Source: an optimization exercise on an open RTL-to-GDS flow (aim: small area, a short achievable clock period and few clock cycles per item). Production flows keep margins and buffers that such runs may drop. Function was checked by simulation only, so behaviour that the tests miss may differ from the original.

==> run R: inputs <==
Design arctan_top, start of the top module:
module arctan_top(
	input             clk,
	input             rst,
	input             in_valid,
	output            in_ready,
	input      [31:0] inx,
	input      [31:0] iny,
	output reg        out_valid,
	output reg [31:0] out
);
reg [31:0] x_r, y_r;
reg [6:0] v_r;
wire [31:0] z;
arctan u_arctan(.clk(clk), .inx(x_r), .iny(y_r), .out(z));
assign in_ready = 1'b1;
always @(posedge clk) begin
	if (rst) begin
		v_r       <= 0;
		out_valid <= 1'b0;
	end
	else begin
		v_r       <= {v_r[5:0], in_valid};
		out_valid <= v_r[6];
	end
	x_r <= inx;
	y_r <= iny;
	out <= z;
end
endmodule
export LEC_CHECK = 0
export CAP_MARGIN = 20
export CORE_MARGIN = 2
export CORE_UTILIZATION = 40
export CTS_BUF_LIST = sky130_fd_sc_hd__clkbuf_8
export CTS_CLUSTER_DIAMETER = 84
export CTS_CLUSTER_SIZE = 14
export SLEW_MARGIN = 20
export SYNTH_HIERARCHICAL = 1
export SYNTH_MINIMUM_KEEP_SIZE = 0
create_clock -name core_clock -period 200.0 [get_ports {clk}]
standard.sh (not shown) runs the stock make flow with config.mk's settings and CLKGATE_MAP_FILE= SYNTH_SCRIPT=/design/flow/synth_recipe.tcl, a recipe that flattens the netlist after the stock synthesis.
==> flow/flow/run.sh <==
#!/bin/bash
# The standard layout (standard.sh), with plain buf_1 cells as the port
# buffers instead of the delay buffer the resizer picks by default.
# make's full output goes to flow_make.log; ORFS keeps each step's log under orfs/logs/.
set -euo pipefail
BUFFER_PORTS_ARGS="-buffer_cell sky130_fd_sc_hd__buf_1" bash standard.sh finish > flow_make.log 2>&1
==> run F: changes against run R <==
--- a/flow/config.mk
+++ b/flow/config.mk
@@ -10,7 +10,7 @@
 export CORE_UTILIZATION = 40
 export CTS_BUF_LIST = sky130_fd_sc_hd__clkbuf_8
 export CTS_CLUSTER_DIAMETER = 84
-export CTS_CLUSTER_SIZE = 14
+export CTS_CLUSTER_SIZE = 12
 export SLEW_MARGIN = 20
 export SYNTH_HIERARCHICAL = 1
 export SYNTH_MINIMUM_KEEP_SIZE = 0
==> comparison <==
Utilization is about the same in run R and run F. In flip-flop and latch count, run F and run R do not differ. Against run F, the register-to-register slack of run R is lower by 40 ps. Between run F and run R, the lower worst setup slack is in run F (gap 9.0 ps). Run R passed the timing, design-rule and antenna checks. Run F ran to the end with no violations. In cell count, run R and run F hardly differ. Critical path depth is the same in run F and run R. In via count, run R and run F hardly differ. Wire length is about the same in run F and run R. Against run R, the clock skew of run F is lower by 18 ps.
==> figures <==
Result of the run: run F finished clean; run R finished clean
WHS: run F 308.2 ps; run R 300.2 ps
Startpoint of the most critical register-to-register path: run F u_arctan.ru_2[0]; run R u_arctan.rx_2[9]
Final area over synthesized area: run F 1.0707x; run R 1.0704x
Flip-flop and latch share of the layout cell area: run F 20.65%; run R 20.66%
Worst Min Path Start: run F u_arctan.rd_3[1]; run R u_arctan.rd_4[9]
Post-Route Utilization: run F 43.20%; run R 43.19%
Clock buffer instance count of the final layout: run F 53; run R 48
WL/cell: run F 17.11 µm; run R 17.11 µm
ClkCell Share: run F 1.707%; run R 1.666%
Non-clock buffer share: run F 1.257%; run R 1.258%
Final Routed Wirelength: run F 85300 µm; run R 85300 µm
Sum of routed wire segments on met1: run F 37930 µm; run R 37910 µm
Fraction of layout instances using a drive strength above 1: run F 3.904%; run R 3.848%
Final layout net count: run F 4938; run R 4933
WHS Endpoint: run F u_arctan.rd_4[1]; run R u_arctan.rd_5[9]
Crit path arrival time: run F 1170 ps; run R 1160 ps
R2R Setup Slk: run F 159130 ps; run R 159090 ps
Remaining max-slew budget at the tightest pin: run F 33.21%; run R 33.77%
Setup ws final: run F 158830 ps; run R 158840 ps
Testbench counts of run R, summed over its fixed seeds: cycles 3,264, items 3,200.
Testbench counts of run F, summed over its fixed seeds: cycles 3,264, items 3,200.


==> nickel <==
Another version of the RTL of arctan_top (not shown whole).
clock: 200.0 ns
lec_check: 0
cap_margin: 20
core_margin: 2
core_utilization: 40
cts_buf_list: sky130_fd_sc_hd__clkbuf_8
cts_cluster_diameter: 84
cts_cluster_size: 16
slew_margin: 20
synth_hierarchical: 1
synth_minimum_keep_size: 0
run.sh (not shown) runs the stock make flow with config.mk's settings and CLKGATE_MAP_FILE= SYNTH_SCRIPT=/design/flow/synth_recipe.tcl, a recipe that flattens the netlist after the stock synthesis.
Stock flow here: none of the scripts above is used.
==> inputs of cedar, as changes to nickel <==
Settings changed: CORE_UTILIZATION 40 to 65, CTS_BUF_LIST sky130_fd_sc_hd__clkbuf_8 to sky130_fd_sc_hd__clkbuf_4, CTS_CLUSTER_DIAMETER 84 to not set, CTS_CLUSTER_SIZE 16 to not set.
==> inputs of pepper, as changes to nickel <==
Settings changed: CTS_CLUSTER_DIAMETER 84 to not set, CTS_CLUSTER_SIZE 16 to not set.
==> flow_summary.json <==
{
  "slew_headroom_pct": 32.4,
  "reg2reg_from": "y_r[31]",
  "seq_share_pct": 19.8,
  "fillerInstances": 10500,
  "gr-usage-met3_pct": 2.43,
  "status": "timing/DRC/antenna clean",
  "placed_area_mm2": 0.0486,
  "arrival_ns": 1.59
}
The numbers above come from pepper.

==> flow_summary.json <==
{
  "status": "timing/DRC/antenna clean",
  "gr-usage-met3_pct": 5.24,
  "arrival_ns": 1.81,
  "fillerInstances": 4955,
  "placed_area_mm2": 0.0479,
  "slew_headroom_pct": 33.3,
  "reg2reg_from": "u_arctan.rx_3[13]"
}
The numbers above come from cedar.

==> flow_summary.json <==
{
  "slew_headroom_pct": 31.1,
  "reg2reg_from": "y_r[31]",
  "placed_area_mm2": 0.0486,
  "status": "timing/DRC/antenna clean",
  "arrival_ns": 1.54,
  "gr-usage-met3_pct": 1.80,
  "min_delay_worst_endpoint": "u_arctan.rd_5[9]",
  "seq_share_pct": 20.2,
  "syn_to_final_growth_pct": 8.07,
  "hold_class": "register to register",
  "fillerInstances": 10600
}
The numbers above come from nickel.

Testbench counts of nickel, summed over its fixed seeds: cycles 3,264, items 3,200.
Testbench counts of cedar, summed over its fixed seeds: cycles 3,264, items 3,200.
Testbench counts of pepper, summed over its fixed seeds: cycles 3,264, items 3,200.


==> zinc: inputs <==
arctan_top, a different RTL version from the one above (not shown whole).
Settings: LEC_CHECK=0, CAP_MARGIN=20, CORE_MARGIN=2, CORE_UTILIZATION=40, CTS_BUF_LIST=sky130_fd_sc_hd__clkbuf_8, CTS_CLUSTER_DIAMETER=84, CTS_CLUSTER_SIZE=14, SLEW_MARGIN=20, SYNTH_HIERARCHICAL=1, SYNTH_MINIMUM_KEEP_SIZE=0; clock period 200.0 ns.
standard.sh (not shown) runs the stock make flow with config.mk's settings and CLKGATE_MAP_FILE= SYNTH_SCRIPT=/design/flow/synth_recipe.tcl, a recipe that flattens the netlist after the stock synthesis.
Scripts as last shown in full above: flow/flow/run.sh
==> garnet: changes against zinc <==
--- a/flow/design.v
+++ b/flow/design.v
@@ -5,11 +5,11 @@
 	output     [31:0] out
 );
 wire [32:0] v_0;
 wire [33:0] v_0_c;
 assign v_0_c[0] = 1'b0;
-arctan_ha ha1(.a(~(iny[0] ^ iny[31])), .b(inx[0]), .s(v_0[0]), .co(v_0_c[1]));
+arctan_fa fa1(.a(~(iny[0] ^ iny[31])), .b(inx[0]), .c(v_0_c[0]), .s(v_0[0]), .co(v_0_c[1]));
 arctan_fa fa2(.a(~(iny[1] ^ iny[31])), .b(inx[1]), .c(v_0_c[1]), .s(v_0[1]), .co(v_0_c[2]));
 arctan_fa fa3(.a(~(iny[2] ^ iny[31])), .b(inx[2]), .c(v_0_c[2]), .s(v_0[2]), .co(v_0_c[3]));
 arctan_fa fa4(.a(~(iny[3] ^ iny[31])), .b(inx[3]), .c(v_0_c[3]), .s(v_0[3]), .co(v_0_c[4]));
 arctan_fa fa5(.a(~(iny[4] ^ iny[31])), .b(inx[4]), .c(v_0_c[4]), .s(v_0[4]), .co(v_0_c[5]));
 arctan_fa fa6(.a(~(iny[5] ^ iny[31])), .b(inx[5]), .c(v_0_c[5]), .s(v_0[5]), .co(v_0_c[6]));
@@ -115,11 +115,11 @@
 arctan_ha ha64(.a(inx[31]), .b(x_1_c[32]), .s(x_1[32]), .co(x_1_c[33]));
 arctan_ha ha65(.a(inx[31]), .b(x_1_c[33]), .s(x_1[33]), .co(x_1_c[34]));
 wire [33:0] v_1;
 wire [34:0] v_1_c;
 assign v_1_c[0] = 1'b0;
-arctan_ha ha66(.a(tn_0[0]), .b(x_1[1]), .s(v_1[0]), .co(v_1_c[1]));
+arctan_fa fa66(.a(tn_0[0]), .b(x_1[1]), .c(v_1_c[0]), .s(v_1[0]), .co(v_1_c[1]));
 arctan_fa fa67(.a(tn_0[1]), .b(x_1[2]), .c(v_1_c[1]), .s(v_1[1]), .co(v_1_c[2]));
 arctan_fa fa68(.a(tn_0[2]), .b(x_1[3]), .c(v_1_c[2]), .s(v_1[2]), .co(v_1_c[3]));
 arctan_fa fa69(.a(tn_0[3]), .b(x_1[4]), .c(v_1_c[3]), .s(v_1[3]), .co(v_1_c[4]));
 arctan_fa fa70(.a(tn_0[4]), .b(x_1[5]), .c(v_1_c[4]), .s(v_1[4]), .co(v_1_c[5]));
 arctan_fa fa71(.a(tn_0[5]), .b(x_1[6]), .c(v_1_c[5]), .s(v_1[5]), .co(v_1_c[6]));
@@ -229,11 +229,11 @@
 arctan_ha ha130(.a(x_1[32]), .b(x_2_c[32]), .s(x_2[32]), .co(x_2_c[33]));
 arctan_ha ha131(.a(x_1[33]), .b(x_2_c[33]), .s(x_2[33]), .co(x_2_c[34]));
 wire [32:0] v_2;
 wire [33:0] v_2_c;
 assign v_2_c[0] = 1'b0;
-arctan_ha ha132(.a(tn_1[0]), .b(x_2[2]), .s(v_2[0]), .co(v_2_c[1]));
+arctan_fa fa132(.a(tn_1[0]), .b(x_2[2]), .c(v_2_c[0]), .s(v_2[0]), .co(v_2_c[1]));
 arctan_fa fa133(.a(tn_1[1]), .b(x_2[3]), .c(v_2_c[1]), .s(v_2[1]), .co(v_2_c[2]));
 arctan_fa fa134(.a(tn_1[2]), .b(x_2[4]), .c(v_2_c[2]), .s(v_2[2]), .co(v_2_c[3]));
 arctan_fa fa135(.a(tn_1[3]), .b(x_2[5]), .c(v_2_c[3]), .s(v_2[3]), .co(v_2_c[4]));
 arctan_fa fa136(.a(tn_1[4]), .b(x_2[6]), .c(v_2_c[4]), .s(v_2[4]), .co(v_2_c[5]));
 arctan_fa fa137(.a(tn_1[5]), .b(x_2[7]), .c(v_2_c[5]), .s(v_2[5]), .co(v_2_c[6]));
@@ -348,11 +348,11 @@
 reg [33:0] rx_0;
 always @(posedge clk) rx_0 <= {x_3[33], x_3[32], x_3[31], x_3[30], x_3[29], x_3[28], x_3[27], x_3[26], x_3[25], x_3[24], x_3[23], x_3[22], x_3[21], x_3[20], x_3[19], x_3[18], x_3[17], x_3[16], x_3[15], x_3[14], x_3[13], x_3[12], x_3[11], x_3[10], x_3[9], x_3[8], x_3[7], x_3[6], x_3[5], x_3[4], x_3[3], x_3[2], x_3[1], x_3[0]};
 wire [31:0] v_3;
 wire [32:0] v_3_c;
 assign v_3_c[0] = 1'b0;
-arctan_ha ha198(.a(tn_2[0]), .b(rx_0[3]), .s(v_3[0]), .co(v_3_c[1]));
+arctan_fa fa198(.a(tn_2[0]), .b(rx_0[3]), .c(v_3_c[0]), .s(v_3[0]), .co(v_3_c[1]));
 arctan_fa fa199(.a(tn_2[1]), .b(rx_0[4]), .c(v_3_c[1]), .s(v_3[1]), .co(v_3_c[2]));
 arctan_fa fa200(.a(tn_2[2]), .b(rx_0[5]), .c(v_3_c[2]), .s(v_3[2]), .co(v_3_c[3]));
 arctan_fa fa201(.a(tn_2[3]), .b(rx_0[6]), .c(v_3_c[3]), .s(v_3[3]), .co(v_3_c[4]));
 arctan_fa fa202(.a(tn_2[4]), .b(rx_0[7]), .c(v_3_c[4]), .s(v_3[4]), .co(v_3_c[5]));
 arctan_fa fa203(.a(tn_2[5]), .b(rx_0[8]), .c(v_3_c[5]), .s(v_3[5]), .co(v_3_c[6]));
@@ -457,11 +457,11 @@
 arctan_ha ha261(.a(rx_0[32]), .b(x_4_c[32]), .s(x_4[32]), .co(x_4_c[33]));
 arctan_ha ha262(.a(rx_0[33]), .b(x_4_c[33]), .s(x_4[33]), .co(x_4_c[34]));
 wire [30:0] v_4;
 wire [31:0] v_4_c;
 assign v_4_c[0] = 1'b0;
-arctan_ha ha263(.a(tn_3[0]), .b(x_4[4]), .s(v_4[0]), .co(v_4_c[1]));
+arctan_fa fa263(.a(tn_3[0]), .b(x_4[4]), .c(v_4_c[0]), .s(v_4[0]), .co(v_4_c[1]));
 arctan_fa fa264(.a(tn_3[1]), .b(x_4[5]), .c(v_4_c[1]), .s(v_4[1]), .co(v_4_c[2]));
 arctan_fa fa265(.a(tn_3[2]), .b(x_4[6]), .c(v_4_c[2]), .s(v_4[2]), .co(v_4_c[3]));
 arctan_fa fa266(.a(tn_3[3]), .b(x_4[7]), .c(v_4_c[3]), .s(v_4[3]), .co(v_4_c[4]));
 arctan_fa fa267(.a(tn_3[4]), .b(x_4[8]), .c(v_4_c[4]), .s(v_4[4]), .co(v_4_c[5]));
 arctan_fa fa268(.a(tn_3[5]), .b(x_4[9]), .c(v_4_c[5]), .s(v_4[5]), .co(v_4_c[6]));
@@ -564,11 +564,11 @@
 arctan_ha ha325(.a(x_4[32]), .b(x_5_c[32]), .s(x_5[32]), .co(x_5_c[33]));
 arctan_ha ha326(.a(x_4[33]), .b(x_5_c[33]), .s(x_5[33]), .co(x_5_c[34]));
 wire [29:0] v_5;
 wire [30:0] v_5_c;
 assign v_5_c[0] = 1'b0;
-arctan_ha ha327(.a(tn_4[0]), .b(x_5[5]), .s(v_5[0]), .co(v_5_c[1]));
+arctan_fa fa327(.a(tn_4[0]), .b(x_5[5]), .c(v_5_c[0]), .s(v_5[0]), .co(v_5_c[1]));
 arctan_fa fa328(.a(tn_4[1]), .b(x_5[6]), .c(v_5_c[1]), .s(v_5[1]), .co(v_5_c[2]));
 arctan_fa fa329(.a(tn_4[2]), .b(x_5[7]), .c(v_5_c[2]), .s(v_5[2]), .co(v_5_c[3]));
 arctan_fa fa330(.a(tn_4[3]), .b(x_5[8]), .c(v_5_c[3]), .s(v_5[3]), .co(v_5_c[4]));
 arctan_fa fa331(.a(tn_4[4]), .b(x_5[9]), .c(v_5_c[4]), .s(v_5[4]), .co(v_5_c[5]));
 arctan_fa fa332(.a(tn_4[5]), .b(x_5[10]), .c(v_5_c[5]), .s(v_5[5]), .co(v_5_c[6]));
@@ -677,11 +677,11 @@
 reg [33:0] rx_1;
 always @(posedge clk) rx_1 <= {x_6[33], x_6[32], x_6[31], x_6[30], x_6[29], x_6[28], x_6[27], x_6[26], x_6[25], x_6[24], x_6[23], x_6[22], x_6[21], x_6[20], x_6[19], x_6[18], x_6[17], x_6[16], x_6[15], x_6[14], x_6[13], x_6[12], x_6[11], x_6[10], x_6[9], x_6[8], x_6[7], x_6[6], x_6[5], x_6[4], x_6[3], x_6[2], x_6[1], x_6[0]};
 wire [28:0] v_6;
 wire [29:0] v_6_c;
 assign v_6_c[0] = 1'b0;
-arctan_ha ha390(.a(ru_1[0]), .b(rx_1[6]), .s(v_6[0]), .co(v_6_c[1]));
+arctan_fa fa390(.a(ru_1[0]), .b(rx_1[6]), .c(v_6_c[0]), .s(v_6[0]), .co(v_6_c[1]));
 arctan_fa fa391(.a(ru_1[1]), .b(rx_1[7]), .c(v_6_c[1]), .s(v_6[1]), .co(v_6_c[2]));
 arctan_fa fa392(.a(ru_1[2]), .b(rx_1[8]), .c(v_6_c[2]), .s(v_6[2]), .co(v_6_c[3]));
 arctan_fa fa393(.a(ru_1[3]), .b(rx_1[9]), .c(v_6_c[3]), .s(v_6[3]), .co(v_6_c[4]));
 arctan_fa fa394(.a(ru_1[4]), .b(rx_1[10]), .c(v_6_c[4]), .s(v_6[4]), .co(v_6_c[5]));
 arctan_fa fa395(.a(ru_1[5]), .b(rx_1[11]), .c(v_6_c[5]), .s(v_6[5]), .co(v_6_c[6]));
@@ -780,11 +780,11 @@
 arctan_ha ha450(.a(rx_1[32]), .b(x_7_c[32]), .s(x_7[32]), .co(x_7_c[33]));
 arctan_ha ha451(.a(rx_1[33]), .b(x_7_c[33]), .s(x_7[33]), .co(x_7_c[34]));
 wire [27:0] v_7;
 wire [28:0] v_7_c;
 assign v_7_c[0] = 1'b0;
-arctan_ha ha452(.a(tn_6[0]), .b(x_7[7]), .s(v_7[0]), .co(v_7_c[1]));
+arctan_fa fa452(.a(tn_6[0]), .b(x_7[7]), .c(v_7_c[0]), .s(v_7[0]), .co(v_7_c[1]));
 arctan_fa fa453(.a(tn_6[1]), .b(x_7[8]), .c(v_7_c[1]), .s(v_7[1]), .co(v_7_c[2]));
 arctan_fa fa454(.a(tn_6[2]), .b(x_7[9]), .c(v_7_c[2]), .s(v_7[2]), .co(v_7_c[3]));
 arctan_fa fa455(.a(tn_6[3]), .b(x_7[10]), .c(v_7_c[3]), .s(v_7[3]), .co(v_7_c[4]));
 arctan_fa fa456(.a(tn_6[4]), .b(x_7[11]), .c(v_7_c[4]), .s(v_7[4]), .co(v_7_c[5]));
 arctan_fa fa457(.a(tn_6[5]), .b(x_7[12]), .c(v_7_c[5]), .s(v_7[5]), .co(v_7_c[6]));
@@ -881,11 +881,11 @@
 arctan_ha ha511(.a(x_7[32]), .b(x_8_c[32]), .s(x_8[32]), .co(x_8_c[33]));
 arctan_ha ha512(.a(x_7[33]), .b(x_8_c[33]), .s(x_8[33]), .co(x_8_c[34]));
 wire [26:0] v_8;
 wire [27:0] v_8_c;
 assign v_8_c[0] = 1'b0;
-arctan_ha ha513(.a(tn_7[0]), .b(x_8[8]), .s(v_8[0]), .co(v_8_c[1]));
+arctan_fa fa513(.a(tn_7[0]), .b(x_8[8]), .c(v_8_c[0]), .s(v_8[0]), .co(v_8_c[1]));
 arctan_fa fa514(.a(tn_7[1]), .b(x_8[9]), .c(v_8_c[1]), .s(v_8[1]), .co(v_8_c[2]));
 arctan_fa fa515(.a(tn_7[2]), .b(x_8[10]), .c(v_8_c[2]), .s(v_8[2]), .co(v_8_c[3]));
 arctan_fa fa516(.a(tn_7[3]), .b(x_8[11]), .c(v_8_c[3]), .s(v_8[3]), .co(v_8_c[4]));
 arctan_fa fa517(.a(tn_7[4]), .b(x_8[12]), .c(v_8_c[4]), .s(v_8[4]), .co(v_8_c[5]));
 arctan_fa fa518(.a(tn_7[5]), .b(x_8[13]), .c(v_8_c[5]), .s(v_8[5]), .co(v_8_c[6]));
@@ -988,11 +988,11 @@
 reg [33:0] rx_2;
 always @(posedge clk) rx_2 <= {x_9[33], x_9[32], x_9[31], x_9[30], x_9[29], x_9[28], x_9[27], x_9[26], x_9[25], x_9[24], x_9[23], x_9[22], x_9[21], x_9[20], x_9[19], x_9[18], x_9[17], x_9[16], x_9[15], x_9[14], x_9[13], x_9[12], x_9[11], x_9[10], x_9[9], x_9[8], x_9[7], x_9[6], x_9[5], x_9[4], x_9[3], x_9[2], x_9[1], x_9[0]};
 wire [25:0] v_9;
 wire [26:0] v_9_c;
 assign v_9_c[0] = 1'b0;
-arctan_ha ha573(.a(ru_2[0]), .b(rx_2[9]), .s(v_9[0]), .co(v_9_c[1]));
+arctan_fa fa573(.a(ru_2[0]), .b(rx_2[9]), .c(v_9_c[0]), .s(v_9[0]), .co(v_9_c[1]));
 arctan_fa fa574(.a(ru_2[1]), .b(rx_2[10]), .c(v_9_c[1]), .s(v_9[1]), .co(v_9_c[2]));
 arctan_fa fa575(.a(ru_2[2]), .b(rx_2[11]), .c(v_9_c[2]), .s(v_9[2]), .co(v_9_c[3]));
 arctan_fa fa576(.a(ru_2[3]), .b(rx_2[12]), .c(v_9_c[3]), .s(v_9[3]), .co(v_9_c[4]));
 arctan_fa fa577(.a(ru_2[4]), .b(rx_2[13]), .c(v_9_c[4]), .s(v_9[4]), .co(v_9_c[5]));
 arctan_fa fa578(.a(ru_2[5]), .b(rx_2[14]), .c(v_9_c[5]), .s(v_9[5]), .co(v_9_c[6]));
@@ -1085,11 +1085,11 @@
 arctan_ha ha630(.a(rx_2[32]), .b(x_10_c[32]), .s(x_10[32]), .co(x_10_c[33]));
 arctan_ha ha631(.a(rx_2[33]), .b(x_10_c[33]), .s(x_10[33]), .co(x_10_c[34]));
 wire [24:0] v_10;
 wire [25:0] v_10_c;
 assign v_10_c[0] = 1'b0;
-arctan_ha ha632(.a(tn_9[0]), .b(x_10[10]), .s(v_10[0]), .co(v_10_c[1]));
+arctan_fa fa632(.a(tn_9[0]), .b(x_10[10]), .c(v_10_c[0]), .s(v_10[0]), .co(v_10_c[1]));
 arctan_fa fa633(.a(tn_9[1]), .b(x_10[11]), .c(v_10_c[1]), .s(v_10[1]), .co(v_10_c[2]));
 arctan_fa fa634(.a(tn_9[2]), .b(x_10[12]), .c(v_10_c[2]), .s(v_10[2]), .co(v_10_c[3]));
 arctan_fa fa635(.a(tn_9[3]), .b(x_10[13]), .c(v_10_c[3]), .s(v_10[3]), .co(v_10_c[4]));
 arctan_fa fa636(.a(tn_9[4]), .b(x_10[14]), .c(v_10_c[4]), .s(v_10[4]), .co(v_10_c[5]));
 arctan_fa fa637(.a(tn_9[5]), .b(x_10[15]), .c(v_10_c[5]), .s(v_10[5]), .co(v_10_c[6]));
@@ -1180,11 +1180,11 @@
 arctan_ha ha688(.a(x_10[32]), .b(x_11_c[32]), .s(x_11[32]), .co(x_11_c[33]));
 arctan_ha ha689(.a(x_10[33]), .b(x_11_c[33]), .s(x_11[33]), .co(x_11_c[34]));
 wire [23:0] v_11;
 wire [24:0] v_11_c;
 assign v_11_c[0] = 1'b0;
-arctan_ha ha690(.a(tn_10[0]), .b(x_11[11]), .s(v_11[0]), .co(v_11_c[1]));
+arctan_fa fa690(.a(tn_10[0]), .b(x_11[11]), .c(v_11_c[0]), .s(v_11[0]), .co(v_11_c[1]));
 arctan_fa fa691(.a(tn_10[1]), .b(x_11[12]), .c(v_11_c[1]), .s(v_11[1]), .co(v_11_c[2]));
 arctan_fa fa692(.a(tn_10[2]), .b(x_11[13]), .c(v_11_c[2]), .s(v_11[2]), .co(v_11_c[3]));
 arctan_fa fa693(.a(tn_10[3]), .b(x_11[14]), .c(v_11_c[3]), .s(v_11[3]), .co(v_11_c[4]));
 arctan_fa fa694(.a(tn_10[4]), .b(x_11[15]), .c(v_11_c[4]), .s(v_11[4]), .co(v_11_c[5]));
 arctan_fa fa695(.a(tn_10[5]), .b(x_11[16]), .c(v_11_c[5]), .s(v_11[5]), .co(v_11_c[6]));
- CTS_CLUSTER_SIZE: 14 -> 12
==> qor summary <==
Layout net count: zinc 4830; garnet 4848
Multi-In Gates: zinc 2336; garnet 2348
Met3 routing resource usage after global routing: zinc 1.47%; garnet 1.54%
Layout clock area frac: zinc 1.61%; garnet 1.78%
Worst Slack Setup Final: zinc 158.83 ns; garnet 158.80 ns
Area share of xor/xnor cells in the synthesized design: zinc 13.2%; garnet 13.2%
Area Overhead vs Synth: zinc 6.92%; garnet 7.23%
Top cell type's share of synthesized area: zinc 49.8%; garnet 50.2%
Reg-to-reg critical path startpoint: zinc u_arctan.ra_3; garnet u_arctan.rl_3[11]
Placer congestion estimate: zinc 0.855; garnet 0.856
DR iter-0 viols: zinc 687; garnet 669
Std-Cell Core Area: zinc 111000 sq um; garnet 111000 sq um
Multiplexer share of the synthesized area: zinc 0.0811%; garnet 0.0809%
Max-Slew Margin vs Limit: zinc 33.2%; garnet 33.2%
Status: zinc timing/DRC/antenna clean; garnet timing/DRC/antenna clean
Minimum setup slack among reg-to-reg paths: zinc 159.20 ns; garnet 159.10 ns
Floorplan die width: zinc 338 um; garnet 339 um
Fraction of area in multi-input gates: zinc 69.2%; garnet 69.2%
Netlist area before placement: zinc 44700 sq um; garnet 44800 sq um
Via density per instance: zinc 4.46; garnet 4.49
Met1 Routed Length: zinc 35700 um; garnet 36000 um
Testbench counts of zinc, summed over its fixed seeds: cycles 3,264, items 3,200.
Testbench counts of garnet, summed over its fixed seeds: cycles 3,264, items 3,200.

## port drivers added, routing unchanged
The flow's constraints put no driver on any port. The routed layouts listed below were extracted and timed again, unchanged, in two steps. Step 1, drivers: a clkbuf_16 drives clk and a buf_2 each remaining input, both assumed. Step 2 adds t to the input delays and takes it off the output delays; t is the mean of the earliest and latest rising clock arrival at the registers after step 1. Input paths then give back, and output paths get back, about the clock's delay inside the block. Three values: ideal ports, drivers, drivers and shift; two values: the first two.
| run | shift t [ns] | slack for setup (ns) | hold slack, ns |
|---|---|---|---|
| run R | 0.736 | 158.841 / 158.772 / 159.089 | 0.300 / 0.300 / 0.300 |
| run F | 0.744 | 158.832 / 158.763 / 159.130 | 0.308 / 0.308 / 0.308 |
| nickel | 0.723 | 158.458 / 158.390 / 158.506 | 0.324 / 0.324 / 0.324 |
| cedar | 1.007 | 158.191 / 158.126 / 158.235 | 0.278 / 0.278 / 0.278 |
| pepper | 0.780 | 158.408 / 158.343 / 158.524 | 0.320 / 0.320 / 0.320 |
| zinc | 0.736 | 158.825 / 158.758 / 159.196 | 0.330 / 0.330 / 0.330 |
| garnet | 0.761 | 158.800 / 158.731 / 159.097 | 0.309 / 0.309 / 0.309 |
After both steps every run listed still meets setup and hold.
